Background: an optimization exercise with open tools, aiming at small area and a short achievable clock period. Do not read the settings as production practice.
Only simulation tests tie the RTL to the original design; equivalence was not proved.

==> flow/flow/run.sh <==
#!/bin/bash
# Standard layout, with plain buf_1 cells as the buffers that every input and output port gets,
# and timing repair asked to keep 27 ns of setup slack (a 15 ns path) so that the resizer
# buffers and sizes the critical path instead of leaving minimum-size gates on it.
set -euo pipefail
export BUFFER_PORTS_ARGS="-buffer_cell sky130_fd_sc_hd__buf_1"
export SETUP_SLACK_MARGIN=27
bash standard.sh > standard.log 2>&1
==> flow/standard.sh <==
#!/bin/bash
# synth_recipe.tcl (not shown) runs the flow's synth.tcl, then flattens the netlist and writes it again
# the make line also repeats each setting of config.mk as NAME=value (left out here)
make -C /OpenROAD-flow-scripts/flow DESIGN_CONFIG=/design/flow/config.mk WORK_HOME=/design/flow/orfs CLKGATE_MAP_FILE= SYNTH_SCRIPT=/design/flow/synth_recipe.tcl "${@:-finish}"
==> flow/config.mk <==
export PLATFORM = sky130hd
export DESIGN_NAME = processor
export DESIGN_NICKNAME = processor
export VERILOG_FILES = /design/flow/design.v
export SDC_FILE = /design/flow/constraint.sdc
export NUM_CORES = 4
export LEC_CHECK = 0
export CAP_MARGIN = 20
export CORE_MARGIN = 2
export CORE_UTILIZATION = 60
export SLEW_MARGIN = 20
export SYNTH_HIERARCHICAL = 1
==> flow/constraint.sdc <==
create_clock -name core_clock -period 42.0 [get_ports {clk}]
set_input_delay 8.4000 -clock core_clock [delete_from_list [all_inputs] [get_ports {clk}]]
set_output_delay 8.4000 -clock core_clock [all_outputs]
set_load 0.01 [all_outputs]
==> flow/design.v <==
module processor(clk, rst, i_dataValid, i_packet, o_answer);
  input clk;
  input rst;
  input i_dataValid;
  input [31:0] i_packet;
  output reg [31:0] o_answer;
  reg [6:0] rf;
  reg f;
  wire dir = i_packet[31];
  wire [30:0] v;
  wire [3:0] g;
  gctl uc0 (.vld(i_dataValid), .rst(rst), .g(g[0]));
  gctl uc1 (.vld(i_dataValid), .rst(rst), .g(g[1]));
  gctl uc2 (.vld(i_dataValid), .rst(rst), .g(g[2]));
  gctl uc3 (.vld(i_dataValid), .rst(rst), .g(g[3]));
  gate8 ug0 (.d(i_packet[7:0]), .g(g[0]), .q(v[7:0]));
  gate8 ug1 (.d(i_packet[15:8]), .g(g[1]), .q(v[15:8]));
  gate8 ug2 (.d(i_packet[23:16]), .g(g[2]), .q(v[23:16]));
  gate8 ug3 (.d({1'b0, i_packet[30:24]}), .g(g[3]), .q({nc_unused, v[30:24]}));
  wire nc_unused;
  wire [31:0] a = o_answer;
  wire [6:0] rneg = (rf == 7'd0) ? 7'd0 : 7'd100 - rf;
  wire [6:0] rin1 = f ? rf : rneg;        
  wire [6:0] rin0 = f ? rneg : rf;        
  wire [6:0] rin = dir ? rin1 : rin0;
  wire [9:0] c0 = v[11:2];
  wire [9:0] c1 = v[21:12];
  wire [8:0] c2 = v[30:22];
  wire [9:0] c1n = ~c1;
  wire [8:0] c2n = ~c2;
  wire [2:0] uq = {1'b0, v[1:0]} + {1'b0, rin[1:0]};
  wire cc = uq[2];
  wire ns_1, nc_2;
  fa uns_1 (.a(c0[0]), .b(c1n[0]), .c(c2[0]), .s(ns_1), .co(nc_2));
  wire ns_3, nc_4;
  fa uns_3 (.a(c0[7]), .b(c1n[7]), .c(c2[7]), .s(ns_3), .co(nc_4));
  wire ns_5, nc_6;
  fa uns_5 (.a(rin[2]), .b(cc), .c(ns_1), .s(ns_5), .co(nc_6));
  wire ns_7, nc_8;
  xn2 uns_7 (.a(c0[1]), .b(c1n[1]), .y(ns_7));
  or2m unc_8 (.a(c0[1]), .b(c1n[1]), .y(nc_8));
  wire ns_9, nc_10;
  fa uns_9 (.a(c2[1]), .b(c0[8]), .c(c0[7]), .s(ns_9), .co(nc_10));
  wire ns_11, nc_12;
  fa uns_11 (.a(c1n[8]), .b(c1n[7]), .c(c2[8]), .s(ns_11), .co(nc_12));
  wire ns_13, nc_14;
  fa uns_13 (.a(c2[7]), .b(rin[3]), .c(ns_7), .s(ns_13), .co(nc_14));
  wire ns_15, nc_16;
  fa uns_15 (.a(nc_2), .b(nc_4), .c(ns_9), .s(ns_15), .co(nc_16));
  wire ns_17, nc_18;
  fa uns_17 (.a(ns_11), .b(ns_13), .c(nc_6), .s(ns_17), .co(nc_18));
  wire ns_19, nc_20;
  fa uns_19 (.a(c0[2]), .b(c1n[2]), .c(c2[2]), .s(ns_19), .co(nc_20));
  wire ns_21, nc_22;
  fa uns_21 (.a(c0[9]), .b(c0[8]), .c(c1n[9]), .s(ns_21), .co(nc_22));
  wire ns_23, nc_24;
  fa uns_23 (.a(c1n[8]), .b(c2[8]), .c(rin[4]), .s(ns_23), .co(nc_24));
  wire ns_25, nc_26;
  fa uns_25 (.a(nc_8), .b(nc_10), .c(nc_12), .s(ns_25), .co(nc_26));
  wire ns_27, nc_28;
  fa uns_27 (.a(ns_19), .b(ns_21), .c(ns_23), .s(ns_27), .co(nc_28));
  wire ns_29, nc_30;
  fa uns_29 (.a(nc_14), .b(nc_16), .c(ns_25), .s(ns_29), .co(nc_30));
  wire ns_31, nc_32;
  ha uns_31 (.a(ns_27), .b(nc_18), .s(ns_31), .co(nc_32));
  wire ns_33, nc_34;
  fa uns_33 (.a(c0[3]), .b(c1n[3]), .c(c2[3]), .s(ns_33), .co(nc_34));
  wire ns_35, nc_36;
  fa uns_35 (.a(c0[9]), .b(c1n[9]), .c(rin[5]), .s(ns_35), .co(nc_36));
  wire ns_37, nc_38;
  fa uns_37 (.a(nc_20), .b(nc_22), .c(ns_33), .s(ns_37), .co(nc_38));
  wire ns_39, nc_40;
  fa uns_39 (.a(nc_24), .b(ns_35), .c(nc_26), .s(ns_39), .co(nc_40));
  wire ns_41, nc_42;
  fa uns_41 (.a(ns_37), .b(nc_28), .c(nc_30), .s(ns_41), .co(nc_42));
  wire ns_43, nc_44;
  ha uns_43 (.a(ns_39), .b(nc_32), .s(ns_43), .co(nc_44));
  wire ns_45, nc_46;
  fa uns_45 (.a(c0[4]), .b(c1n[4]), .c(c2[4]), .s(ns_45), .co(nc_46));
  wire ns_47, nc_48;
  fa uns_47 (.a(rin[6]), .b(nc_34), .c(ns_45), .s(ns_47), .co(nc_48));
  wire ns_49, nc_50;
  fa uns_49 (.a(nc_36), .b(nc_38), .c(ns_47), .s(ns_49), .co(nc_50));
  wire ns_51, nc_52;
  fa uns_51 (.a(nc_40), .b(ns_49), .c(nc_42), .s(ns_51), .co(nc_52));
  wire ns_53, nc_54;
  fa uns_53 (.a(c0[5]), .b(c1n[5]), .c(c2[5]), .s(ns_53), .co(nc_54));
  wire ns_55, nc_56;
  fa uns_55 (.a(nc_46), .b(ns_53), .c(nc_48), .s(ns_55), .co(nc_56));
  wire ns_57, nc_58;
  ha uns_57 (.a(nc_50), .b(ns_55), .s(ns_57), .co(nc_58));
  wire ns_59, nc_60;
  fa uns_59 (.a(c0[6]), .b(c1n[6]), .c(c2[6]), .s(ns_59), .co(nc_60));
  wire ns_61, nc_62;
  fa uns_61 (.a(nc_54), .b(ns_59), .c(nc_56), .s(ns_61), .co(nc_62));
  wire ng_63, np_64;
  ha unp_64 (.a(ns_3), .b(ns_5), .s(np_64), .co(ng_63));
  wire ng_65, np_66;
  ha unp_66 (.a(ns_15), .b(ns_17), .s(np_66), .co(ng_65));
  wire ng_67, np_68;
  ha unp_68 (.a(ns_29), .b(ns_31), .s(np_68), .co(ng_67));
  wire ng_69, np_70;
  ha unp_70 (.a(ns_41), .b(ns_43), .s(np_70), .co(ng_69));
  wire ng_71, np_72;
  ha unp_72 (.a(nc_44), .b(ns_51), .s(np_72), .co(ng_71));
  wire ng_73, np_74;
  ha unp_74 (.a(ns_57), .b(nc_52), .s(np_74), .co(ng_73));
  wire ng_75, np_76;
  ha unp_76 (.a(nc_58), .b(ns_61), .s(np_76), .co(ng_75));
  wire ng_77, np_78;
  ha unp_78 (.a(nc_60), .b(nc_62), .s(np_78), .co(ng_77));
  wire nG_79 = ng_65 | (np_66 & ng_63);
  wire nP_80 = np_66 & np_64;
  wire nG_81 = ng_69 | (np_70 & ng_67);
  wire nP_82 = np_70 & np_68;
  wire nG_83 = ng_73 | (np_74 & ng_71);
  wire nP_84 = np_74 & np_72;
  wire nG_85 = ng_77 | (np_78 & ng_75);
  wire nP_86 = np_78 & np_76;
  wire nG_87 = ng_67 | (np_68 & nG_79);
  wire nP_88 = np_68 & nP_80;
  wire nG_89 = nG_81 | (nP_82 & nG_79);
  wire nP_90 = nP_82 & nP_80;
  wire nG_91 = ng_75 | (np_76 & nG_83);
  wire nP_92 = np_76 & nP_84;
  wire nG_93 = nG_85 | (nP_86 & nG_83);
  wire nP_94 = nP_86 & nP_84;
  wire nG_95 = ng_71 | (np_72 & nG_89);
  wire nP_96 = np_72 & nP_90;
  wire nG_97 = nG_83 | (nP_84 & nG_89);
  wire nP_98 = nP_84 & nP_90;
  wire nG_99 = nG_91 | (nP_92 & nG_89);
  wire nP_100 = nP_92 & nP_90;
  wire nG_101 = nG_93 | (nP_94 & nG_89);
  wire nP_102 = nP_94 & nP_90;
  wire no_103;
  xr2 uno_103 (.a(np_66), .b(ng_63), .y(no_103));
  wire no_104;
  xr2 uno_104 (.a(np_68), .b(nG_79), .y(no_104));
  wire no_105;
  xr2 uno_105 (.a(np_70), .b(nG_87), .y(no_105));
  wire no_106;
  xr2 uno_106 (.a(np_72), .b(nG_89), .y(no_106));
  wire no_107;
  xr2 uno_107 (.a(np_74), .b(nG_95), .y(no_107));
  wire no_108;
  xr2 uno_108 (.a(np_76), .b(nG_97), .y(no_108));
  wire no_109;
  xr2 uno_109 (.a(np_78), .b(nG_99), .y(no_109));
  wire [8:0] fp = {nG_101, no_109, no_108, no_107, no_106, no_105, no_104, no_103, np_64};
  wire [4:0] rr;
  ftab utab (.f(fp[8:4]), .rr(rr));
  wire [5:0] s = {1'b0, rr} + {2'b0, fp[3:0]};
  wire [4:0] ry = (s >= 6'd25) ? s[4:0] + 5'd7 : s[4:0];
  wire [6:0] m = {ry, uq[1:0]};
  wire ns_110, nc_111;
  fa uns_110 (.a(ns_3), .b(ns_5), .c(ns_41), .s(ns_110), .co(nc_111));
  wire ns_112, nc_113;
  xn2 uns_112 (.a(ns_15), .b(ns_17), .y(ns_112));
  or2m unc_113 (.a(ns_15), .b(ns_17), .y(nc_113));
  wire ns_114, nc_115;
  fa uns_114 (.a(ns_112), .b(nc_44), .c(ns_51), .s(ns_114), .co(nc_115));
  wire ns_116, nc_117;
  fa uns_116 (.a(ns_3), .b(ns_5), .c(ns_29), .s(ns_116), .co(nc_117));
  wire ns_118, nc_119;
  fa uns_118 (.a(nc_113), .b(ns_31), .c(ns_57), .s(ns_118), .co(nc_119));
  wire ns_120, nc_121;
  fa uns_120 (.a(ns_116), .b(ns_118), .c(nc_52), .s(ns_120), .co(nc_121));
  wire ns_122, nc_123;
  fa uns_122 (.a(ns_15), .b(ns_17), .c(nc_58), .s(ns_122), .co(nc_123));
  wire ns_124, nc_125;
  fa uns_124 (.a(ns_41), .b(ns_61), .c(nc_117), .s(ns_124), .co(nc_125));
  wire ns_126, nc_127;
  fa uns_126 (.a(ns_43), .b(nc_119), .c(ns_122), .s(ns_126), .co(nc_127));
  wire ns_128, nc_129;
  ha uns_128 (.a(ns_124), .b(ns_126), .s(ns_128), .co(nc_129));
  wire ns_130, nc_131;
  fa uns_130 (.a(nc_60), .b(ns_29), .c(ns_31), .s(ns_130), .co(nc_131));
  wire ns_132, nc_133;
  fa uns_132 (.a(nc_62), .b(nc_44), .c(nc_123), .s(ns_132), .co(nc_133));
  wire ns_134, nc_135;
  fa uns_134 (.a(ns_130), .b(ns_51), .c(nc_125), .s(ns_134), .co(nc_135));
  wire ns_136, nc_137;
  fa uns_136 (.a(nc_127), .b(ns_132), .c(ns_134), .s(ns_136), .co(nc_137));
  wire ns_138, nc_139;
  fa uns_138 (.a(ns_57), .b(ns_41), .c(ns_43), .s(ns_138), .co(nc_139));
  wire ns_140, nc_141;
  fa uns_140 (.a(nc_131), .b(nc_52), .c(ns_138), .s(ns_140), .co(nc_141));
  wire ns_142, nc_143;
  fa uns_142 (.a(nc_133), .b(nc_135), .c(ns_140), .s(ns_142), .co(nc_143));
  wire ns_144, nc_145;
  fa uns_144 (.a(nc_58), .b(nc_44), .c(ns_61), .s(ns_144), .co(nc_145));
  wire ns_146, nc_147;
  fa uns_146 (.a(ns_51), .b(nc_139), .c(ns_144), .s(ns_146), .co(nc_147));
  wire ns_148, nc_149;
  ha uns_148 (.a(nc_141), .b(ns_146), .s(ns_148), .co(nc_149));
  wire ns_150, nc_151;
  fa uns_150 (.a(a[0]), .b(c1[0]), .c(c2n[0]), .s(ns_150), .co(nc_151));
  wire ns_152, nc_153;
  fa uns_152 (.a(c0[7]), .b(c1n[7]), .c(c2[7]), .s(ns_152), .co(nc_153));
  wire ns_154, nc_155;
  fa uns_154 (.a(nc_60), .b(ns_150), .c(ns_152), .s(ns_154), .co(nc_155));
  wire ns_156, nc_157;
  fa uns_156 (.a(ns_154), .b(ns_57), .c(nc_62), .s(ns_156), .co(nc_157));
  wire ns_158, nc_159;
  fa uns_158 (.a(nc_52), .b(ns_156), .c(nc_145), .s(ns_158), .co(nc_159));
  wire ns_160, nc_161;
  ha uns_160 (.a(nc_147), .b(ns_158), .s(ns_160), .co(nc_161));
  wire ns_162, nc_163;
  fa uns_162 (.a(a[1]), .b(c1[1]), .c(c2n[1]), .s(ns_162), .co(nc_163));
  wire ns_164, nc_165;
  fa uns_164 (.a(c0[8]), .b(c1n[8]), .c(c2[8]), .s(ns_164), .co(nc_165));
  wire ns_166, nc_167;
  fa uns_166 (.a(nc_151), .b(nc_153), .c(ns_162), .s(ns_166), .co(nc_167));
  wire ns_168, nc_169;
  fa uns_168 (.a(ns_164), .b(nc_155), .c(ns_166), .s(ns_168), .co(nc_169));
  wire ns_170, nc_171;
  fa uns_170 (.a(ns_168), .b(nc_58), .c(ns_61), .s(ns_170), .co(nc_171));
  wire ns_172, nc_173;
  fa uns_172 (.a(nc_157), .b(ns_170), .c(nc_159), .s(ns_172), .co(nc_173));
  wire ns_174, nc_175;
  fa uns_174 (.a(a[2]), .b(c1[2]), .c(c2n[2]), .s(ns_174), .co(nc_175));
  wire ns_176, nc_177;
  fa uns_176 (.a(c0[9]), .b(c0[7]), .c(c1n[9]), .s(ns_176), .co(nc_177));
  wire ns_178, nc_179;
  fa uns_178 (.a(c1n[7]), .b(c2[7]), .c(nc_60), .s(ns_178), .co(nc_179));
  wire ns_180, nc_181;
  fa uns_180 (.a(nc_163), .b(nc_165), .c(ns_174), .s(ns_180), .co(nc_181));
  wire ns_182, nc_183;
  fa uns_182 (.a(ns_176), .b(nc_167), .c(ns_178), .s(ns_182), .co(nc_183));
  wire ns_184, nc_185;
  fa uns_184 (.a(ns_180), .b(nc_169), .c(ns_182), .s(ns_184), .co(nc_185));
  wire ns_186, nc_187;
  fa uns_186 (.a(nc_62), .b(ns_184), .c(nc_171), .s(ns_186), .co(nc_187));
  wire ns_188, nc_189;
  fa uns_188 (.a(a[3]), .b(c1[3]), .c(c1[0]), .s(ns_188), .co(nc_189));
  wire ns_190, nc_191;
  fa uns_190 (.a(c2n[0]), .b(c2n[3]), .c(c0[8]), .s(ns_190), .co(nc_191));
  wire ns_192, nc_193;
  fa uns_192 (.a(c1n[8]), .b(c2[8]), .c(nc_175), .s(ns_192), .co(nc_193));
  wire ns_194, nc_195;
  fa uns_194 (.a(nc_177), .b(ns_188), .c(ns_190), .s(ns_194), .co(nc_195));
  wire ns_196, nc_197;
  fa uns_196 (.a(nc_179), .b(nc_181), .c(ns_192), .s(ns_196), .co(nc_197));
  wire ns_198, nc_199;
  fa uns_198 (.a(ns_194), .b(nc_183), .c(ns_196), .s(ns_198), .co(nc_199));
  wire ns_200, nc_201;
  ha uns_200 (.a(nc_185), .b(ns_198), .s(ns_200), .co(nc_201));
  wire ns_202, nc_203;
  fa uns_202 (.a(a[4]), .b(c1[4]), .c(c1[1]), .s(ns_202), .co(nc_203));
  wire ns_204, nc_205;
  fa uns_204 (.a(c2n[1]), .b(c2n[4]), .c(c0[9]), .s(ns_204), .co(nc_205));
  wire ns_206, nc_207;
  fa uns_206 (.a(c1n[9]), .b(nc_189), .c(nc_191), .s(ns_206), .co(nc_207));
  wire ns_208, nc_209;
  fa uns_208 (.a(ns_202), .b(ns_204), .c(nc_193), .s(ns_208), .co(nc_209));
  wire ns_210, nc_211;
  fa uns_210 (.a(nc_195), .b(ns_206), .c(nc_197), .s(ns_210), .co(nc_211));
  wire ns_212, nc_213;
  fa uns_212 (.a(ns_208), .b(nc_199), .c(ns_210), .s(ns_212), .co(nc_213));
  wire ns_214, nc_215;
  fa uns_214 (.a(a[5]), .b(c1[5]), .c(c1[2]), .s(ns_214), .co(nc_215));
  wire ns_216, nc_217;
  fa uns_216 (.a(c1[0]), .b(c2n[0]), .c(c2n[2]), .s(ns_216), .co(nc_217));
  wire ns_218, nc_219;
  fa uns_218 (.a(c2n[5]), .b(nc_203), .c(nc_205), .s(ns_218), .co(nc_219));
  wire ns_220, nc_221;
  fa uns_220 (.a(ns_214), .b(ns_216), .c(nc_207), .s(ns_220), .co(nc_221));
  wire ns_222, nc_223;
  fa uns_222 (.a(ns_218), .b(nc_209), .c(ns_220), .s(ns_222), .co(nc_223));
  wire ns_224, nc_225;
  ha uns_224 (.a(nc_211), .b(ns_222), .s(ns_224), .co(nc_225));
  wire ns_226, nc_227;
  fa uns_226 (.a(a[6]), .b(c1[6]), .c(c1[3]), .s(ns_226), .co(nc_227));
  wire ns_228, nc_229;
  fa uns_228 (.a(c1[1]), .b(c2n[1]), .c(c2n[3]), .s(ns_228), .co(nc_229));
  wire ns_230, nc_231;
  fa uns_230 (.a(c2n[6]), .b(nc_215), .c(nc_217), .s(ns_230), .co(nc_231));
  wire ns_232, nc_233;
  fa uns_232 (.a(ns_226), .b(ns_228), .c(nc_219), .s(ns_232), .co(nc_233));
  wire ns_234, nc_235;
  fa uns_234 (.a(ns_230), .b(nc_221), .c(ns_232), .s(ns_234), .co(nc_235));
  wire ns_236, nc_237;
  ha uns_236 (.a(nc_223), .b(ns_234), .s(ns_236), .co(nc_237));
  wire ns_238, nc_239;
  fa uns_238 (.a(a[7]), .b(c1[7]), .c(c1[4]), .s(ns_238), .co(nc_239));
  wire ns_240, nc_241;
  fa uns_240 (.a(c1[2]), .b(c2n[2]), .c(c2n[4]), .s(ns_240), .co(nc_241));
  wire ns_242, nc_243;
  fa uns_242 (.a(c2n[7]), .b(nc_227), .c(nc_229), .s(ns_242), .co(nc_243));
  wire ns_244, nc_245;
  fa uns_244 (.a(ns_238), .b(ns_240), .c(nc_231), .s(ns_244), .co(nc_245));
  wire ns_246, nc_247;
  fa uns_246 (.a(ns_242), .b(nc_233), .c(ns_244), .s(ns_246), .co(nc_247));
  wire ns_248, nc_249;
  ha uns_248 (.a(nc_235), .b(ns_246), .s(ns_248), .co(nc_249));
  wire ns_250, nc_251;
  fa uns_250 (.a(a[8]), .b(c1[8]), .c(c1[5]), .s(ns_250), .co(nc_251));
  wire ns_252, nc_253;
  fa uns_252 (.a(c1[3]), .b(c2n[3]), .c(c2n[5]), .s(ns_252), .co(nc_253));
  wire ns_254, nc_255;
  fa uns_254 (.a(c2n[8]), .b(nc_239), .c(nc_241), .s(ns_254), .co(nc_255));
  wire ns_256, nc_257;
  fa uns_256 (.a(ns_250), .b(ns_252), .c(nc_243), .s(ns_256), .co(nc_257));
  wire ns_258, nc_259;
  fa uns_258 (.a(ns_254), .b(nc_245), .c(ns_256), .s(ns_258), .co(nc_259));
  wire ns_260, nc_261;
  ha uns_260 (.a(nc_247), .b(ns_258), .s(ns_260), .co(nc_261));
  wire ns_262, nc_263;
  xn2 uns_262 (.a(a[9]), .b(c1[9]), .y(ns_262));
  or2m unc_263 (.a(a[9]), .b(c1[9]), .y(nc_263));
  wire ns_264, nc_265;
  fa uns_264 (.a(c1[6]), .b(c1[4]), .c(c2n[4]), .s(ns_264), .co(nc_265));
  wire ns_266, nc_267;
  fa uns_266 (.a(c2n[6]), .b(ns_262), .c(nc_251), .s(ns_266), .co(nc_267));
  wire ns_268, nc_269;
  fa uns_268 (.a(nc_253), .b(ns_264), .c(nc_255), .s(ns_268), .co(nc_269));
  wire ns_270, nc_271;
  fa uns_270 (.a(ns_266), .b(nc_257), .c(ns_268), .s(ns_270), .co(nc_271));
  wire ns_272, nc_273;
  ha uns_272 (.a(nc_259), .b(ns_270), .s(ns_272), .co(nc_273));
  wire ns_274, nc_275;
  xn2 uns_274 (.a(a[10]), .b(c1[7]), .y(ns_274));
  or2m unc_275 (.a(a[10]), .b(c1[7]), .y(nc_275));
  wire ns_276, nc_277;
  fa uns_276 (.a(c1[5]), .b(c2[0]), .c(c2n[5]), .s(ns_276), .co(nc_277));
  wire ns_278, nc_279;
  fa uns_278 (.a(c2n[7]), .b(nc_263), .c(ns_274), .s(ns_278), .co(nc_279));
  wire ns_280, nc_281;
  fa uns_280 (.a(nc_265), .b(ns_276), .c(ns_278), .s(ns_280), .co(nc_281));
  wire ns_282, nc_283;
  fa uns_282 (.a(nc_267), .b(ns_280), .c(nc_269), .s(ns_282), .co(nc_283));
  wire ns_284, nc_285;
  ha uns_284 (.a(nc_271), .b(ns_282), .s(ns_284), .co(nc_285));
  wire ns_286, nc_287;
  xn2 uns_286 (.a(a[11]), .b(c1[8]), .y(ns_286));
  or2m unc_287 (.a(a[11]), .b(c1[8]), .y(nc_287));
  wire ns_288, nc_289;
  fa uns_288 (.a(c1[6]), .b(c2[1]), .c(c2n[6]), .s(ns_288), .co(nc_289));
  wire ns_290, nc_291;
  fa uns_290 (.a(c2n[8]), .b(nc_275), .c(ns_286), .s(ns_290), .co(nc_291));
  wire ns_292, nc_293;
  fa uns_292 (.a(nc_277), .b(ns_288), .c(nc_279), .s(ns_292), .co(nc_293));
  wire ns_294, nc_295;
  fa uns_294 (.a(ns_290), .b(nc_281), .c(ns_292), .s(ns_294), .co(nc_295));
  wire ns_296, nc_297;
  ha uns_296 (.a(ns_294), .b(nc_283), .s(ns_296), .co(nc_297));
  wire ns_298, nc_299;
  fa uns_298 (.a(a[12]), .b(c1[9]), .c(c1[7]), .s(ns_298), .co(nc_299));
  wire ns_300, nc_301;
  fa uns_300 (.a(c2[2]), .b(c2n[7]), .c(nc_287), .s(ns_300), .co(nc_301));
  wire ns_302, nc_303;
  fa uns_302 (.a(nc_289), .b(ns_298), .c(nc_291), .s(ns_302), .co(nc_303));
  wire ns_304, nc_305;
  fa uns_304 (.a(ns_300), .b(nc_293), .c(ns_302), .s(ns_304), .co(nc_305));
  wire ns_306, nc_307;
  ha uns_306 (.a(nc_295), .b(ns_304), .s(ns_306), .co(nc_307));
  wire ns_308, nc_309;
  xn2 uns_308 (.a(a[13]), .b(c1[8]), .y(ns_308));
  or2m unc_309 (.a(a[13]), .b(c1[8]), .y(nc_309));
  wire ns_310, nc_311;
  fa uns_310 (.a(c2[0]), .b(c2[3]), .c(c2n[8]), .s(ns_310), .co(nc_311));
  wire ns_312, nc_313;
  fa uns_312 (.a(ns_308), .b(nc_299), .c(ns_310), .s(ns_312), .co(nc_313));
  wire ns_314, nc_315;
  fa uns_314 (.a(nc_301), .b(ns_312), .c(nc_303), .s(ns_314), .co(nc_315));
  wire ns_316, nc_317;
  ha uns_316 (.a(nc_305), .b(ns_314), .s(ns_316), .co(nc_317));
  wire ns_318, nc_319;
  fa uns_318 (.a(a[14]), .b(c1[9]), .c(c2[1]), .s(ns_318), .co(nc_319));
  wire ns_320, nc_321;
  fa uns_320 (.a(c2[4]), .b(nc_309), .c(nc_311), .s(ns_320), .co(nc_321));
  wire ns_322, nc_323;
  fa uns_322 (.a(ns_318), .b(nc_313), .c(ns_320), .s(ns_322), .co(nc_323));
  wire ns_324, nc_325;
  ha uns_324 (.a(ns_322), .b(nc_315), .s(ns_324), .co(nc_325));
  wire ns_326, nc_327;
  xn2 uns_326 (.a(a[15]), .b(c2[0]), .y(ns_326));
  or2m unc_327 (.a(a[15]), .b(c2[0]), .y(nc_327));
  wire ns_328, nc_329;
  fa uns_328 (.a(c2[2]), .b(c2[5]), .c(ns_326), .s(ns_328), .co(nc_329));
  wire ns_330, nc_331;
  fa uns_330 (.a(nc_319), .b(ns_328), .c(nc_321), .s(ns_330), .co(nc_331));
  wire ns_332, nc_333;
  ha uns_332 (.a(nc_323), .b(ns_330), .s(ns_332), .co(nc_333));
  wire ns_334, nc_335;
  xn2 uns_334 (.a(a[16]), .b(c2[1]), .y(ns_334));
  or2m unc_335 (.a(a[16]), .b(c2[1]), .y(nc_335));
  wire ns_336, nc_337;
  fa uns_336 (.a(c2[3]), .b(c2[6]), .c(nc_327), .s(ns_336), .co(nc_337));
  wire ns_338, nc_339;
  fa uns_338 (.a(ns_334), .b(nc_329), .c(ns_336), .s(ns_338), .co(nc_339));
  wire ns_340, nc_341;
  ha uns_340 (.a(ns_338), .b(nc_331), .s(ns_340), .co(nc_341));
  wire ns_342, nc_343;
  xn2 uns_342 (.a(a[17]), .b(c2[2]), .y(ns_342));
  or2m unc_343 (.a(a[17]), .b(c2[2]), .y(nc_343));
  wire ns_344, nc_345;
  fa uns_344 (.a(c2[4]), .b(c2[7]), .c(nc_335), .s(ns_344), .co(nc_345));
  wire ns_346, nc_347;
  fa uns_346 (.a(ns_342), .b(nc_337), .c(ns_344), .s(ns_346), .co(nc_347));
  wire ns_348, nc_349;
  ha uns_348 (.a(nc_339), .b(ns_346), .s(ns_348), .co(nc_349));
  wire ns_350, nc_351;
  xn2 uns_350 (.a(a[18]), .b(c2[3]), .y(ns_350));
  or2m unc_351 (.a(a[18]), .b(c2[3]), .y(nc_351));
  wire ns_352, nc_353;
  fa uns_352 (.a(c2[5]), .b(c2[8]), .c(nc_343), .s(ns_352), .co(nc_353));
  wire ns_354, nc_355;
  fa uns_354 (.a(ns_350), .b(nc_345), .c(ns_352), .s(ns_354), .co(nc_355));
  wire ns_356, nc_357;
  ha uns_356 (.a(nc_347), .b(ns_354), .s(ns_356), .co(nc_357));
  wire ns_358, nc_359;
  xn2 uns_358 (.a(a[19]), .b(c2[4]), .y(ns_358));
  or2m unc_359 (.a(a[19]), .b(c2[4]), .y(nc_359));
  wire ns_360, nc_361;
  fa uns_360 (.a(c2[6]), .b(nc_351), .c(ns_358), .s(ns_360), .co(nc_361));
  wire ns_362, nc_363;
  fa uns_362 (.a(nc_353), .b(ns_360), .c(nc_355), .s(ns_362), .co(nc_363));
  wire ns_364, nc_365;
  xn2 uns_364 (.a(a[20]), .b(c2[5]), .y(ns_364));
  or2m unc_365 (.a(a[20]), .b(c2[5]), .y(nc_365));
  wire ns_366, nc_367;
  fa uns_366 (.a(c2[7]), .b(nc_359), .c(ns_364), .s(ns_366), .co(nc_367));
  wire ns_368, nc_369;
  ha uns_368 (.a(nc_361), .b(ns_366), .s(ns_368), .co(nc_369));
  wire ns_370, nc_371;
  xn2 uns_370 (.a(a[21]), .b(c2[6]), .y(ns_370));
  or2m unc_371 (.a(a[21]), .b(c2[6]), .y(nc_371));
  wire ns_372, nc_373;
  fa uns_372 (.a(c2[8]), .b(nc_365), .c(ns_370), .s(ns_372), .co(nc_373));
  wire ns_374, nc_375;
  ha uns_374 (.a(nc_367), .b(ns_372), .s(ns_374), .co(nc_375));
  wire ns_376, nc_377;
  xn2 uns_376 (.a(a[22]), .b(c2[7]), .y(ns_376));
  or2m unc_377 (.a(a[22]), .b(c2[7]), .y(nc_377));
  wire ns_378, nc_379;
  fa uns_378 (.a(nc_371), .b(ns_376), .c(nc_373), .s(ns_378), .co(nc_379));
  wire ns_380, nc_381;
  xn2 uns_380 (.a(a[23]), .b(c2[8]), .y(ns_380));
  or2m unc_381 (.a(a[23]), .b(c2[8]), .y(nc_381));
  wire ns_382, nc_383;
  ha uns_382 (.a(nc_377), .b(ns_380), .s(ns_382), .co(nc_383));
  wire ns_384, nc_385;
  xn2 uns_384 (.a(a[24]), .b(nc_381), .y(ns_384));
  or2m unc_385 (.a(a[24]), .b(nc_381), .y(nc_385));
  wire ns_386 = ~a[25];
  wire ns_387 = ~a[26];
  wire ns_388 = ~a[27];
  wire ns_389 = ~a[28];
  wire ns_390 = ~a[29];
  wire ns_391 = ~a[30];
  wire ns_392 = ~a[31];
  wire ng_393, np_394;
  ha unp_394 (.a(ns_43), .b(ns_110), .s(np_394), .co(ng_393));
  wire ng_395, np_396;
  ha unp_396 (.a(nc_111), .b(ns_114), .s(np_396), .co(ng_395));
  wire ng_397, np_398;
  ha unp_398 (.a(nc_115), .b(ns_120), .s(np_398), .co(ng_397));
  wire ng_399, np_400;
  ha unp_400 (.a(nc_121), .b(ns_128), .s(np_400), .co(ng_399));
  wire ng_401, np_402;
  ha unp_402 (.a(nc_129), .b(ns_136), .s(np_402), .co(ng_401));
  wire ng_403, np_404;
  ha unp_404 (.a(nc_137), .b(ns_142), .s(np_404), .co(ng_403));
  wire ng_405, np_406;
  ha unp_406 (.a(ns_148), .b(nc_143), .s(np_406), .co(ng_405));
  wire ng_407, np_408;
  ha unp_408 (.a(nc_149), .b(ns_160), .s(np_408), .co(ng_407));
  wire ng_409, np_410;
  ha unp_410 (.a(nc_161), .b(ns_172), .s(np_410), .co(ng_409));
  wire ng_411, np_412;
  ha unp_412 (.a(ns_186), .b(nc_173), .s(np_412), .co(ng_411));
  wire ng_413, np_414;
  ha unp_414 (.a(ns_200), .b(nc_187), .s(np_414), .co(ng_413));
  wire ng_415, np_416;
  ha unp_416 (.a(nc_201), .b(ns_212), .s(np_416), .co(ng_415));
  wire ng_417, np_418;
  ha unp_418 (.a(ns_224), .b(nc_213), .s(np_418), .co(ng_417));
  wire ng_419, np_420;
  ha unp_420 (.a(nc_225), .b(ns_236), .s(np_420), .co(ng_419));
  wire ng_421, np_422;
  ha unp_422 (.a(nc_237), .b(ns_248), .s(np_422), .co(ng_421));
  wire ng_423, np_424;
  ha unp_424 (.a(nc_249), .b(ns_260), .s(np_424), .co(ng_423));
  wire ng_425, np_426;
  ha unp_426 (.a(nc_261), .b(ns_272), .s(np_426), .co(ng_425));
  wire ng_427, np_428;
  ha unp_428 (.a(ns_284), .b(nc_273), .s(np_428), .co(ng_427));
  wire ng_429, np_430;
  ha unp_430 (.a(nc_285), .b(ns_296), .s(np_430), .co(ng_429));
  wire ng_431, np_432;
  ha unp_432 (.a(ns_306), .b(nc_297), .s(np_432), .co(ng_431));
  wire ng_433, np_434;
  ha unp_434 (.a(nc_307), .b(ns_316), .s(np_434), .co(ng_433));
  wire ng_435, np_436;
  ha unp_436 (.a(ns_324), .b(nc_317), .s(np_436), .co(ng_435));
  wire ng_437, np_438;
  ha unp_438 (.a(ns_332), .b(nc_325), .s(np_438), .co(ng_437));
  wire ng_439, np_440;
  ha unp_440 (.a(nc_333), .b(ns_340), .s(np_440), .co(ng_439));
  wire ng_441, np_442;
  ha unp_442 (.a(ns_348), .b(nc_341), .s(np_442), .co(ng_441));
  wire ng_443, np_444;
  ha unp_444 (.a(nc_349), .b(ns_356), .s(np_444), .co(ng_443));
  wire ng_445, np_446;
  ha unp_446 (.a(nc_357), .b(ns_362), .s(np_446), .co(ng_445));
  wire ng_447, np_448;
  ha unp_448 (.a(ns_368), .b(nc_363), .s(np_448), .co(ng_447));
  wire ng_449, np_450;
  ha unp_450 (.a(nc_369), .b(ns_374), .s(np_450), .co(ng_449));
  wire ng_451, np_452;
  ha unp_452 (.a(nc_375), .b(ns_378), .s(np_452), .co(ng_451));
  wire ng_453, np_454;
  ha unp_454 (.a(ns_382), .b(nc_379), .s(np_454), .co(ng_453));
  wire ng_455, np_456;
  ha unp_456 (.a(ns_384), .b(nc_383), .s(np_456), .co(ng_455));
  wire ng_457, np_458;
  ha unp_458 (.a(ns_386), .b(nc_385), .s(np_458), .co(ng_457));
  wire ng_459, np_460;
  ha unp_460 (.a(a[25]), .b(ns_387), .s(np_460), .co(ng_459));
  wire ng_461, np_462;
  ha unp_462 (.a(a[26]), .b(ns_388), .s(np_462), .co(ng_461));
  wire ng_463, np_464;
  ha unp_464 (.a(a[27]), .b(ns_389), .s(np_464), .co(ng_463));
  wire ng_465, np_466;
  ha unp_466 (.a(a[28]), .b(ns_390), .s(np_466), .co(ng_465));
  wire ng_467, np_468;
  ha unp_468 (.a(a[29]), .b(ns_391), .s(np_468), .co(ng_467));
  wire ng_469, np_470;
  ha unp_470 (.a(a[30]), .b(ns_392), .s(np_470), .co(ng_469));
  wire nG_471 = ng_395 | (np_396 & ng_393);
  wire nP_472 = np_396 & np_394;
  wire nG_473 = ng_399 | (np_400 & ng_397);
  wire nP_474 = np_400 & np_398;
  wire nG_475 = ng_403 | (np_404 & ng_401);
  wire nP_476 = np_404 & np_402;
  wire nG_477 = ng_407 | (np_408 & ng_405);
  wire nP_478 = np_408 & np_406;
  wire nG_479 = ng_411 | (np_412 & ng_409);
  wire nP_480 = np_412 & np_410;
  wire nG_481 = ng_415 | (np_416 & ng_413);
  wire nP_482 = np_416 & np_414;
  wire nG_483 = ng_419 | (np_420 & ng_417);
  wire nP_484 = np_420 & np_418;
  wire nG_485 = ng_423 | (np_424 & ng_421);
  wire nP_486 = np_424 & np_422;
  wire nG_487 = ng_427 | (np_428 & ng_425);
  wire nP_488 = np_428 & np_426;
  wire nG_489 = ng_431 | (np_432 & ng_429);
  wire nP_490 = np_432 & np_430;
  wire nG_491 = ng_435 | (np_436 & ng_433);
  wire nP_492 = np_436 & np_434;
  wire nG_493 = ng_439 | (np_440 & ng_437);
  wire nP_494 = np_440 & np_438;
  wire nG_495 = ng_443 | (np_444 & ng_441);
  wire nP_496 = np_444 & np_442;
  wire nG_497 = ng_447 | (np_448 & ng_445);
  wire nP_498 = np_448 & np_446;
  wire nG_499 = ng_451 | (np_452 & ng_449);
  wire nP_500 = np_452 & np_450;
  wire nG_501 = ng_455 | (np_456 & ng_453);
  wire nP_502 = np_456 & np_454;
  wire nG_503 = ng_459 | (np_460 & ng_457);
  wire nP_504 = np_460 & np_458;
  wire nG_505 = ng_463 | (np_464 & ng_461);
  wire nP_506 = np_464 & np_462;
  wire nG_507 = ng_467 | (np_468 & ng_465);
  wire nP_508 = np_468 & np_466;
  wire nG_509 = ng_397 | (np_398 & nG_471);
  wire nP_510 = np_398 & nP_472;
  wire nG_511 = nG_473 | (nP_474 & nG_471);
  wire nP_512 = nP_474 & nP_472;
  wire nG_513 = ng_405 | (np_406 & nG_475);
  wire nP_514 = np_406 & nP_476;
  wire nG_515 = nG_477 | (nP_478 & nG_475);
  wire nP_516 = nP_478 & nP_476;
  wire nG_517 = ng_413 | (np_414 & nG_479);
  wire nP_518 = np_414 & nP_480;
  wire nG_519 = nG_481 | (nP_482 & nG_479);
  wire nP_520 = nP_482 & nP_480;
  wire nG_521 = ng_421 | (np_422 & nG_483);
  wire nP_522 = np_422 & nP_484;
  wire nG_523 = nG_485 | (nP_486 & nG_483);
  wire nP_524 = nP_486 & nP_484;
  wire nG_525 = ng_429 | (np_430 & nG_487);
  wire nP_526 = np_430 & nP_488;
  wire nG_527 = nG_489 | (nP_490 & nG_487);
  wire nP_528 = nP_490 & nP_488;
  wire nG_529 = ng_437 | (np_438 & nG_491);
  wire nP_530 = np_438 & nP_492;
  wire nG_531 = nG_493 | (nP_494 & nG_491);
  wire nP_532 = nP_494 & nP_492;
  wire nG_533 = ng_445 | (np_446 & nG_495);
  wire nP_534 = np_446 & nP_496;
  wire nG_535 = nG_497 | (nP_498 & nG_495);
  wire nP_536 = nP_498 & nP_496;
  wire nG_537 = ng_453 | (np_454 & nG_499);
  wire nP_538 = np_454 & nP_500;
  wire nG_539 = nG_501 | (nP_502 & nG_499);
  wire nP_540 = nP_502 & nP_500;
  wire nG_541 = ng_461 | (np_462 & nG_503);
  wire nP_542 = np_462 & nP_504;
  wire nG_543 = nG_505 | (nP_506 & nG_503);
  wire nP_544 = nP_506 & nP_504;
  wire nG_545 = ng_469 | (np_470 & nG_507);
  wire nP_546 = np_470 & nP_508;
  wire nG_547 = ng_401 | (np_402 & nG_511);
  wire nP_548 = np_402 & nP_512;
  wire nG_549 = nG_475 | (nP_476 & nG_511);
  wire nP_550 = nP_476 & nP_512;
  wire nG_551 = nG_513 | (nP_514 & nG_511);
  wire nP_552 = nP_514 & nP_512;
  wire nG_553 = nG_515 | (nP_516 & nG_511);
  wire nP_554 = nP_516 & nP_512;
  wire nG_555 = ng_417 | (np_418 & nG_519);
  wire nP_556 = np_418 & nP_520;
  wire nG_557 = nG_483 | (nP_484 & nG_519);
  wire nP_558 = nP_484 & nP_520;
  wire nG_559 = nG_521 | (nP_522 & nG_519);
  wire nP_560 = nP_522 & nP_520;
  wire nG_561 = nG_523 | (nP_524 & nG_519);
  wire nP_562 = nP_524 & nP_520;
  wire nG_563 = ng_433 | (np_434 & nG_527);
  wire nP_564 = np_434 & nP_528;
  wire nG_565 = nG_491 | (nP_492 & nG_527);
  wire nP_566 = nP_492 & nP_528;
  wire nG_567 = nG_529 | (nP_530 & nG_527);
  wire nP_568 = nP_530 & nP_528;
  wire nG_569 = nG_531 | (nP_532 & nG_527);
  wire nP_570 = nP_532 & nP_528;
  wire nG_571 = ng_449 | (np_450 & nG_535);
  wire nP_572 = np_450 & nP_536;
  wire nG_573 = nG_499 | (nP_500 & nG_535);
  wire nP_574 = nP_500 & nP_536;
  wire nG_575 = nG_537 | (nP_538 & nG_535);
  wire nP_576 = nP_538 & nP_536;
  wire nG_577 = nG_539 | (nP_540 & nG_535);
  wire nP_578 = nP_540 & nP_536;
  wire nG_579 = ng_465 | (np_466 & nG_543);
  wire nP_580 = np_466 & nP_544;
  wire nG_581 = nG_507 | (nP_508 & nG_543);
  wire nP_582 = nP_508 & nP_544;
  wire nG_583 = nG_545 | (nP_546 & nG_543);
  wire nP_584 = nP_546 & nP_544;
  wire nG_585 = ng_409 | (np_410 & nG_553);
  wire nP_586 = np_410 & nP_554;
  wire nG_587 = nG_479 | (nP_480 & nG_553);
  wire nP_588 = nP_480 & nP_554;
  wire nG_589 = nG_517 | (nP_518 & nG_553);
  wire nP_590 = nP_518 & nP_554;
  wire nG_591 = nG_519 | (nP_520 & nG_553);
  wire nP_592 = nP_520 & nP_554;
  wire nG_593 = nG_555 | (nP_556 & nG_553);
  wire nP_594 = nP_556 & nP_554;
  wire nG_595 = nG_557 | (nP_558 & nG_553);
  wire nP_596 = nP_558 & nP_554;
  wire nG_597 = nG_559 | (nP_560 & nG_553);
  wire nP_598 = nP_560 & nP_554;
  wire nG_599 = nG_561 | (nP_562 & nG_553);
  wire nP_600 = nP_562 & nP_554;
  wire nG_601 = ng_441 | (np_442 & nG_569);
  wire nP_602 = np_442 & nP_570;
  wire nG_603 = nG_495 | (nP_496 & nG_569);
  wire nP_604 = nP_496 & nP_570;
  wire nG_605 = nG_533 | (nP_534 & nG_569);
  wire nP_606 = nP_534 & nP_570;
  wire nG_607 = nG_535 | (nP_536 & nG_569);
  wire nP_608 = nP_536 & nP_570;
  wire nG_609 = nG_571 | (nP_572 & nG_569);
  wire nP_610 = nP_572 & nP_570;
  wire nG_611 = nG_573 | (nP_574 & nG_569);
  wire nP_612 = nP_574 & nP_570;
  wire nG_613 = nG_575 | (nP_576 & nG_569);
  wire nP_614 = nP_576 & nP_570;
  wire nG_615 = nG_577 | (nP_578 & nG_569);
  wire nP_616 = nP_578 & nP_570;
  wire nG_617 = ng_425 | (np_426 & nG_599);
  wire nP_618 = np_426 & nP_600;
  wire nG_619 = nG_487 | (nP_488 & nG_599);
  wire nP_620 = nP_488 & nP_600;
  wire nG_621 = nG_525 | (nP_526 & nG_599);
  wire nP_622 = nP_526 & nP_600;
  wire nG_623 = nG_527 | (nP_528 & nG_599);
  wire nP_624 = nP_528 & nP_600;
  wire nG_625 = nG_563 | (nP_564 & nG_599);
  wire nP_626 = nP_564 & nP_600;
  wire nG_627 = nG_565 | (nP_566 & nG_599);
  wire nP_628 = nP_566 & nP_600;
  wire nG_629 = nG_567 | (nP_568 & nG_599);
  wire nP_630 = nP_568 & nP_600;
  wire nG_631 = nG_569 | (nP_570 & nG_599);
  wire nP_632 = nP_570 & nP_600;
  wire nG_633 = nG_601 | (nP_602 & nG_599);
  wire nP_634 = nP_602 & nP_600;
  wire nG_635 = nG_603 | (nP_604 & nG_599);
  wire nP_636 = nP_604 & nP_600;
  wire nG_637 = nG_605 | (nP_606 & nG_599);
  wire nP_638 = nP_606 & nP_600;
  wire nG_639 = nG_607 | (nP_608 & nG_599);
  wire nP_640 = nP_608 & nP_600;
  wire nG_641 = nG_609 | (nP_610 & nG_599);
  wire nP_642 = nP_610 & nP_600;
  wire nG_643 = nG_611 | (nP_612 & nG_599);
  wire nP_644 = nP_612 & nP_600;
  wire nG_645 = nG_613 | (nP_614 & nG_599);
  wire nP_646 = nP_614 & nP_600;
  wire nG_647 = nG_615 | (nP_616 & nG_599);
  wire nP_648 = nP_616 & nP_600;
  wire nG_649 = ng_457 | (np_458 & nG_647);
  wire nP_650 = np_458 & nP_648;
  wire nG_651 = nG_503 | (nP_504 & nG_647);
  wire nP_652 = nP_504 & nP_648;
  wire nG_653 = nG_541 | (nP_542 & nG_647);
  wire nP_654 = nP_542 & nP_648;
  wire nG_655 = nG_543 | (nP_544 & nG_647);
  wire nP_656 = nP_544 & nP_648;
  wire nG_657 = nG_579 | (nP_580 & nG_647);
  wire nP_658 = nP_580 & nP_648;
  wire nG_659 = nG_581 | (nP_582 & nG_647);
  wire nP_660 = nP_582 & nP_648;
  wire nG_661 = nG_583 | (nP_584 & nG_647);
  wire nP_662 = nP_584 & nP_648;
  wire no_663;
  xr2 uno_663 (.a(np_408), .b(nG_551), .y(no_663));
  wire no_664;
  xr2 uno_664 (.a(np_410), .b(nG_553), .y(no_664));
  wire no_665;
  xr2 uno_665 (.a(np_412), .b(nG_585), .y(no_665));
  wire no_666;
  xr2 uno_666 (.a(np_414), .b(nG_587), .y(no_666));
  wire no_667;
  xr2 uno_667 (.a(np_416), .b(nG_589), .y(no_667));
  wire no_668;
  xr2 uno_668 (.a(np_418), .b(nG_591), .y(no_668));
  wire no_669;
  xr2 uno_669 (.a(np_420), .b(nG_593), .y(no_669));
  wire no_670;
  xr2 uno_670 (.a(np_422), .b(nG_595), .y(no_670));
  wire no_671;
  xr2 uno_671 (.a(np_424), .b(nG_597), .y(no_671));
  wire no_672;
  xr2 uno_672 (.a(np_426), .b(nG_599), .y(no_672));
  wire no_673;
  xr2 uno_673 (.a(np_428), .b(nG_617), .y(no_673));
  wire no_674;
  xr2 uno_674 (.a(np_430), .b(nG_619), .y(no_674));
  wire no_675;
  xr2 uno_675 (.a(np_432), .b(nG_621), .y(no_675));
  wire no_676;
  xr2 uno_676 (.a(np_434), .b(nG_623), .y(no_676));
  wire no_677;
  xr2 uno_677 (.a(np_436), .b(nG_625), .y(no_677));
  wire no_678;
  xr2 uno_678 (.a(np_438), .b(nG_627), .y(no_678));
  wire no_679;
  xr2 uno_679 (.a(np_440), .b(nG_629), .y(no_679));
  wire no_680;
  xr2 uno_680 (.a(np_442), .b(nG_631), .y(no_680));
  wire no_681;
  xr2 uno_681 (.a(np_444), .b(nG_633), .y(no_681));
  wire no_682;
  xr2 uno_682 (.a(np_446), .b(nG_635), .y(no_682));
  wire no_683;
  xr2 uno_683 (.a(np_448), .b(nG_637), .y(no_683));
  wire no_684;
  xr2 uno_684 (.a(np_450), .b(nG_639), .y(no_684));
  wire no_685;
  xr2 uno_685 (.a(np_452), .b(nG_641), .y(no_685));
  wire no_686;
  xr2 uno_686 (.a(np_454), .b(nG_643), .y(no_686));
  wire no_687;
  xr2 uno_687 (.a(np_456), .b(nG_645), .y(no_687));
  wire no_688;
  xr2 uno_688 (.a(np_458), .b(nG_647), .y(no_688));
  wire no_689;
  xr2 uno_689 (.a(np_460), .b(nG_649), .y(no_689));
  wire no_690;
  xr2 uno_690 (.a(np_462), .b(nG_651), .y(no_690));
  wire no_691;
  xr2 uno_691 (.a(np_464), .b(nG_653), .y(no_691));
  wire no_692;
  xr2 uno_692 (.a(np_466), .b(nG_655), .y(no_692));
  wire no_693;
  xr2 uno_693 (.a(np_468), .b(nG_657), .y(no_693));
  wire no_694;
  xr2 uno_694 (.a(np_470), .b(nG_659), .y(no_694));
  wire [31:0] sum = {no_694, no_693, no_692, no_691, no_690, no_689, no_688, no_687, no_686, no_685, no_684, no_683, no_682, no_681, no_680, no_679, no_678, no_677, no_676, no_675, no_674, no_673, no_672, no_671, no_670, no_669, no_668, no_667, no_666, no_665, no_664, no_663};
  always @(posedge clk) begin
    o_answer <= rst ? 32'd0 : sum;
    rf <= rst ? 7'd50 : m;
    f <= dir;
  end
endmodule
module ftab(input [4:0] f, output [4:0] rr);
  assign rr[0] = (f == 5'd2) | (f == 5'd3) | (f == 5'd5) | (f == 5'd6) | (f == 5'd8) | (f == 5'd9) | (f == 5'd11) | (f == 5'd12) | (f == 5'd15) | (f == 5'd18) | (f == 5'd21) | (f == 5'd24) | (f == 5'd27) | (f == 5'd28) | (f == 5'd30) | (f == 5'd31);
  assign rr[1] = (f == 5'd2) | (f == 5'd3) | (f == 5'd4) | (f == 5'd8) | (f == 5'd9) | (f == 5'd10) | (f == 5'd15) | (f == 5'd16) | (f == 5'd17) | (f == 5'd21) | (f == 5'd22) | (f == 5'd23) | (f == 5'd27) | (f == 5'd28) | (f == 5'd29);
  assign rr[2] = (f == 5'd2) | (f == 5'd3) | (f == 5'd4) | (f == 5'd5) | (f == 5'd6) | (f == 5'd7) | (f == 5'd15) | (f == 5'd16) | (f == 5'd17) | (f == 5'd18) | (f == 5'd19) | (f == 5'd20) | (f == 5'd27) | (f == 5'd28) | (f == 5'd29) | (f == 5'd30) | (f == 5'd31);
  assign rr[3] = (f == 5'd4) | (f == 5'd7) | (f == 5'd10) | (f == 5'd13) | (f == 5'd14) | (f == 5'd15) | (f == 5'd18) | (f == 5'd21) | (f == 5'd24) | (f == 5'd29);
  assign rr[4] = (f == 5'd1) | (f == 5'd3) | (f == 5'd6) | (f == 5'd9) | (f == 5'd12) | (f == 5'd14) | (f == 5'd17) | (f == 5'd20) | (f == 5'd23) | (f == 5'd26) | (f == 5'd28) | (f == 5'd31);
endmodule
module gctl(input vld, input rst, output g);
  assign g = vld & ~rst;
endmodule
module gate8(input [7:0] d, input g, output [7:0] q);
  assign q = d & {8{g}};
endmodule
module fa(input a, input b, input c, output s, output co);
  assign s = a ^ b ^ c;
  assign co = (a & b) | (a & c) | (b & c);
endmodule
module ao21(input a, input b, input c, output y);
  assign y = a | (b & c);
endmodule
module xn2(input a, input b, output y);
  assign y = ~(a ^ b);
endmodule
module or2m(input a, input b, output y);
  assign y = a | b;
endmodule
module an2(input a, input b, output y);
  assign y = a & b;
endmodule
module xr2(input a, input b, output y);
  assign y = a ^ b;
endmodule
module ha(input a, input b, output s, output co);
  assign s = a ^ b;
  assign co = a & b;
endmodule
==> flow_summary.ini, run 1 <==
[outcome]
status = finished clean

[clock_network]
root_buffer = clkbuf_16
cts_hold_buf = 0
cts.clk_slew.worst_paths_ps = 70
insertion_delay_ps = 300
htreeDepth = 2
numCtsBuffers = 5
cts.sinks = 40
cts_tree = done
cts_buffer_depth = 2

[finish]
area_growth_pct = 13.5
finalNetCount = 973
antennaDiodeCount = 0
fill_cells = 874
final_common_cell = fa_1
layoutNonFillerInstCount = 872
drive_gt1_share_pct = 12.8
layout_common_cells = fa_1 (122), ha_1 (75), buf_1 (63)

[die]
fp.coreArea_um2 = 11400
rows = 39
die-width_um = 112
die-area_um2 = 12500
die_y_um = 112
io_pins = 67
start_util_pct = 61.3

[synthesis]
synth_cells = 644
synth_area_um2 = 6970
yosysWarningCount = 7
synthesis.nets = 889
syn_area_per_cell_um2 = 10.8

[sta]
max_slew.worst_pin.slew_ps = 880
setup-tns-final_ps = 0
period_minus_slack_ps = 14850
finClkSkew_ps = 13.2
period_share_pct = 35.3
final-setup-viol-count = 0
slew_headroom_pct = 41.1
fin_hold_ws_ps = 709
hold_violations = 0
fmax_mhz = 67.4
drv_slew = 0
grt_setup_unrepaired = no

[drt]
first_pass_iters = 6
drc = 0
drt_iter0_drc = 339
drtAntennaViolNets = 0
drt-total-wl_mm = 16.2
vias_per_cell = 5.75
vias = 5016
wl_per_cell_um = 18.5

[setup_path]
critPathKind = in2reg
cp_common_cell = fa_2
cp.arrival_ps = 15030
worstSetupEndpointType = flop
slowest_delay_ps = 580
cp_max_fo = 8
critPathSlowestCell = fa_2
crit_family = adder cells
start_kind = primary input
path_buf_inv = 6
cp.required_ps = 42190

[run]
maxCapViolations = 0

[place]
dp_cells = 842
dp.final_hpwl_mm = 13.1
io_buffer_count = 66
gp_congestion = 0.874

[global_route]
track_usage_pct = 26.9
antenna_found_initial = 0
grt_max_degree = 44
grt_pass1_vias = 5206
grt.overflow.total = 0
grt_pass1_wl_mm = 26.1

[worst_hold_path]
min_path_type = reg2reg
## stage by stage
stage          setup slack, ps  area [µm²]  util [%]
2_1_floorplan            27070        6970         -
3_3_place_gp             25830        7320      64.4
3_5_place_dp             25400        7330      64.5
4_1_cts                  27020        7650      67.3
5_1_grt                  26920        7920      69.6
6_report                 27150        7920      69.6
## sequential cells by signal (all words and copies together), names as in the netlist
| name | count |
|---|---|
| f | 1 |
| o_answer | 32 |
| rf | 7 |
## layout make-up
type | instances | area [µm²] | area share (%)
repair buffers | 89 | 472 | 5.96
multi-input cells | 551 | 6150 | 77.7
clock buffers | 5 | 125 | 1.58
well taps | 143 | 179 | 2.26
clock inverters | 3 | 23.8 | 0.300
inverters | 41 | 161 | 2.04
flip-flops and latches | 40 | 801 | 10.1
## worst reg2reg max path: cells and delay by family (launching register included)
family	cells	cell delay, ps
compound gates	11	2460
flops	1	350
fa+ha+maj	8	2690
xor+xnor	1	170
simple gates	7	850
buf+inv	3	340
## path summary, 6_finish.rpt
check,cells past startpoint,start,to,slack [ps]
setup / recovery,29,rst,rf[2],27150
hold / removal,4,o_answer[31],o_answer[31],710
setup reg to reg,30,rf[4],rf[2],35050
hold reg to reg,4,o_answer[31],o_answer[31],710
## routing by layer
layer  part of all wire, %  vias up  GRT usage [%]
met3                   5.3       18           6.10
met4                   1.7        0           6.75
met1                    45     2534           36.8
li1                      -     2335              -
met2                    48      129           43.8
met5                     0        -              0
## repair_timing
item | 4_1_cts | 5_1_grt
pin swaps | 10 | 13
gates cloned | 0 | 2
setup buffers | 9 | 11
resized for setup | 30 | 34
setup endpoints to repair | 6 | 13
==> run 2: changes to the inputs <==
--- a/flow/config.mk
+++ b/flow/config.mk
@@ -7,6 +7,6 @@
 export LEC_CHECK = 0
 export CAP_MARGIN = 20
 export CORE_MARGIN = 2
-export CORE_UTILIZATION = 60
+export CORE_UTILIZATION = 75
 export SLEW_MARGIN = 20
 export SYNTH_HIERARCHICAL = 1
==> flow_summary.ini, run 2 <==
[drt]
drt_iter0_drc = 332
drt-total-wl_mm = 17.2
vias_per_cell = 6.24
drtAntennaViolNets = 0
vias = 5233
wl_per_cell_um = 20.5
first_pass_iters = 5
drc = 0

[sta]
drv_slew = 0
setup-tns-final_ps = 0
fmax_mhz = 66.9
period_share_pct = 35.6
slew_headroom_pct = 40.9
finClkSkew_ps = 13.9
hold_violations = 0
final-setup-viol-count = 0
max_slew.worst_pin.slew_ps = 884
grt_setup_unrepaired = no
period_minus_slack_ps = 14950

[finish]
largest_register = o_answer
fill_cells = 511
reg_top3 = o_answer: 32 flops, rf: 7 flops, f: 1 flops
final_common_cell = fa_1
drive_gt1_share_pct = 12.9
largest_register_ff_count = 32
layout_common_cells = fa_1 (122), ha_1 (75), buf_1 (64)
area_growth_pct = 12.0
antennaDiodeCount = 0
finalNetCount = 972

[setup_path]
cp.required_ps = 42210
critPathKind = in2reg
cp.arrival_ps = 15160
start_kind = primary input
cp_max_fo = 19
reg2reg_slack_ps = 34830
worstSetupEndpointType = flop

[place]
dp.final_hpwl_mm = 13.1
gp_congestion = 0.986
io_buffer_count = 66

[clock_network]
cts.clk_slew.worst_paths_ps = 100
root_buffer = clkbuf_8
cts_buffer_depth = 2
insertion_delay_ps = 310
cts_tree = done
cts.sinks = 40
numCtsBuffers = 5
htreeDepth = 2

[synthesis]
synthesis.nets = 889
syn_area_per_cell_um2 = 10.8
synth_area_um2 = 6970
yosysWarningCount = 7
synth_cells = 644

[die]
io_pins = 67
start_util_pct = 76.6
fp.coreArea_um2 = 9110
die-width_um = 100
rows = 35
die-area_um2 = 10100
die_y_um = 100

[run]
maxCapViolations = 0

[global_route]
grt_max_degree = 44
antenna_found_initial = 0
track_usage_pct = 34.4
grt_pass1_vias = 5447
grt_pass1_wl_mm = 26.4
grt.overflow.total = 0

[outcome]
status = finished clean

[worst_hold_path]
min_path_type = reg2reg
## run 2: metrics by stage
stage	area, µm²	util [%]	cells	hold slack (ps)	worst slack [ps]
5_1_grt	7810	85.7	839	781	26860
3_5_place_dp	7280	80.0	810	702	25470
6_report	7810	85.7	839	717	27050
3_3_place_gp	7280	80.0	810	678	25890
2_1_floorplan	6970	-	644	684	27070
4_1_cts	7560	83.0	826	721	27010
## run 2: cell type report
cell class / instances / area, µm² / area share [%]
timing repair buffer: 88 / 463 / 5.93
tap: 111 / 139 / 1.78
sequential: 40 / 801 / 10.3
clock buffer: 5 / 68.8 / 0.881
inverter: 41 / 161 / 2.07
clock inverter: 3 / 46.3 / 0.593
multi-input combinational: 551 / 6130 / 78.5
## run 2: final timing paths
kind / startpoint / to / depth (start not counted)
setup / recovery: rst / rf[4] / 25
hold reg to reg: o_answer[31] / o_answer[31] / 4
setup reg to reg: rf[4] / rf[4] / 26
hold / removal: o_answer[31] / o_answer[31] / 4
## run 2: critical path, cell delays in order
cell	delay [ps]
buf_2	160
buf_12	170
nor2b_4	150
and2_4	180
clkinvlp_4	140
fa_2	390
fa_1	490
fa_2	370
fa_2	360
fa_2	570
ha_1	270
a21o_4	240
buf_4	150
xor2_4	450
nand3b_1	230
a32o_1	330
mux2i_1	240
ha_1	290
a21o_1	190
a21oi_1	350
nand2_1	180
a2111oi_4	440
o21ai_2	110
xnor2_1	190
nand2b_1	70
## run 2: layer usage
layer | vias to the layer above | wire length [µm] | part of all wire, % | GRT usage (%)
met2 | 230 | 8680 | 51 | 59.2
met1 | 2622 | 6910 | 40 | 45.3
met3 | 49 | 1070 | 6.2 | 4.87
li1 | 2332 | - | - | -
met4 | 0 | 518 | 3.0 | 11.2
met5 | - | 0 | 0 | 0
## run 2: repair_timing
item	4_1_cts	5_1_grt
cloned	0	2
pin swaps	8	12
resized for setup	30	35
hold buffers	0	0
setup endpoints to repair	6	10
setup buffers	8	11
==> run 3: changes to the inputs <==
==> flow/flow/run.sh (replaced) <==
#!/bin/bash
# Standard layout, with plain buf_1 cells as the buffers that every input and output port gets,
# and timing repair asked to keep 25 ns of setup slack (a 17 ns path) so that the resizer
# buffers and sizes the critical path instead of leaving minimum-size gates on it.
set -euo pipefail
export BUFFER_PORTS_ARGS="-buffer_cell sky130_fd_sc_hd__buf_1"
export SETUP_SLACK_MARGIN=25
bash standard.sh > standard.log 2>&1
--- a/flow/config.mk
+++ b/flow/config.mk
@@ -7,6 +7,6 @@
 export LEC_CHECK = 0
 export CAP_MARGIN = 20
 export CORE_MARGIN = 2
-export CORE_UTILIZATION = 75
+export CORE_UTILIZATION = 60
 export SLEW_MARGIN = 20
 export SYNTH_HIERARCHICAL = 1
==> flow_summary.ini, run 3 <==
[place]
io_buffer_count = 66
dp.final_hpwl_mm = 13.1
dp_cells = 842
post-place-ws_ps = 25400
gp_congestion = 0.874

[die]
fp.coreArea_um2 = 11400
rows = 39
io_pins = 67
die_y_um = 112
start_util_pct = 61.3
die-area_um2 = 12500
die-width_um = 112

[clock_network]
ctsResizeCount = 0
cts_hold_buf = 0
cts_tree = done
post_cts_buffers = 0
insertion_delay_ps = 300
numCtsBuffers = 5
root_buffer = clkbuf_16
cts.clk_slew.worst_paths_ps = 70
htreeDepth = 2
cts.sinks = 40
cts_buffer_depth = 2

[finish]
layout_common_cells = fa_1 (131), ha_1 (79), buf_1 (65)
final_common_cell = fa_1
drive_gt1_share_pct = 3.96
reg_top3 = o_answer: 32 flops, rf: 7 flops, f: 1 flops
layoutNonFillerInstCount = 850
finalNetCount = 951
antennaDiodeCount = 0
fill_cells = 931
area_growth_pct = 7.39
largest_register_ff_count = 32
largest_register = o_answer

[drt]
vias_per_cell = 5.72
drtAntennaViolNets = 0
wl_per_cell_um = 17.9
first_pass_iters = 5
vias = 4866
drt_iter0_drc = 331
drc = 0
drt-total-wl_mm = 15.2

[setup_path]
reg2reg_slack_ps = 33890
slowest_delay_ps = 810
start_kind = primary input
cp_max_fo = 43
cp.arrival_ps = 16310
critPathKind = in2reg
worstSetupEndpointType = flop
cp.required_ps = 42160
cp_common_cell = fa_1
critPathSlowestCell = xor2_1

[worst_hold_path]
min_path_type = reg2reg

[global_route]
grt_pass1_vias = 5130
grt_max_degree = 44
antenna_found_initial = 0
grt.overflow.total = 0
grt_pass1_wl_mm = 25.7
track_usage_pct = 26.5

[sta]
fin_ws_ps = 25850
fmax_mhz = 61.9
max_slew.worst_pin.slew_ps = 1010
grt_setup_unrepaired = no
final-setup-viol-count = 0
setup-tns-final_ps = 0
period_minus_slack_ps = 16150
slew_headroom_pct = 32.2
finClkSkew_ps = 12.3
period_share_pct = 38.4
drv_slew = 0
hold_violations = 0

[synthesis]
synth_cells = 644
yosysWarningCount = 7
synth_area_um2 = 6970
syn_area_per_cell_um2 = 10.8
synthesis.nets = 889

[outcome]
status = finished clean

[run]
maxCapViolations = 0
run 3: final timing paths:
| check | startpoint | to | cells past startpoint |
|---|---|---|---|
| max | rst | rf[3] | 27 |
| min | o_answer[31] | o_answer[31] | 4 |
| max reg2reg | f | rf[3] | 28 |
| min reg2reg | o_answer[31] | o_answer[31] | 4 |
run 3: cell type report:
cell class / instances / area, µm² / area share, %
Clock inverter: 3 / 23.8 / 0.317
Tap cell: 143 / 179 / 2.39
Clock buffer: 5 / 125 / 1.67
Inverter: 41 / 154 / 2.06
Timing Repair Buffer: 67 / 256 / 3.43
Multi-Input combinational cell: 551 / 5950 / 79.4
Sequential cell: 40 / 801 / 10.7
run 3: worst max-delay path, delay by kind of cell:
family                     cells  cell delay, ps
AOI/OAI and AO/OA              4            1270
buffers and inverters          4             660
and+or+nand+nor                7             990
adders and majority gates     10            4010
muxes                          1             190
xor gates and xnor gates       1             810
run 3: per-stage QoR:
stage / hold WS, ps / cell area [µm²] / utilization, %
floorplan: 684 / 6970 / -
global placement: 680 / 7320 / 64.4
detailed placement: 703 / 7330 / 64.5
CTS: 719 / 7480 / 65.8
global route: 761 / 7490 / 65.9
finish: 708 / 7490 / 65.9
run 3: per-layer routing:
layer | GRT usage (%) | vias to the layer above | share of wire (%)
met1 | 36.7 | 2407 | 45
met5 | 0 | - | 0
met3 | 5.88 | 20 | 5.6
met4 | 6.26 | 0 | 1.8
met2 | 43.2 | 138 | 47
li1 | - | 2301 | -

==> port drivers added, routing unchanged <==
Ports are ideal in the flow. The routed layouts listed here were re-timed in OpenROAD.
Step 1 assumes that a clkbuf_16 drives the clock port and a buf_2 every other input.
Step 2, shift: input delay + t, output delay - t, t = (earliest + latest rising clock arrival at the registers) / 2. This alone moves slack from input paths to output paths.
Slacks: no drivers / after step 1 / after step 2; pairs: no drivers / after step 1.
run | shift t [ns] | setup slack, ns | slew at the worst register clock pin (ns) | worst data-port slew with drivers (ns)
run 1 | 0.339 | 27.155 / 27.179 / 26.840 | 0.07 / 0.07 | 0.04
run 2 | 0.339 | 27.046 / 27.062 / 26.723 | 0.10 / 0.10 | 0.05
run 3 | 0.338 | 25.854 / 25.876 / 25.538 | 0.07 / 0.07 | 0.04
After both steps every run listed still meets setup and hold. The setup slack of run 2, which loses most, moves by +0.016 ns with the drivers and by -0.323 ns with both steps.
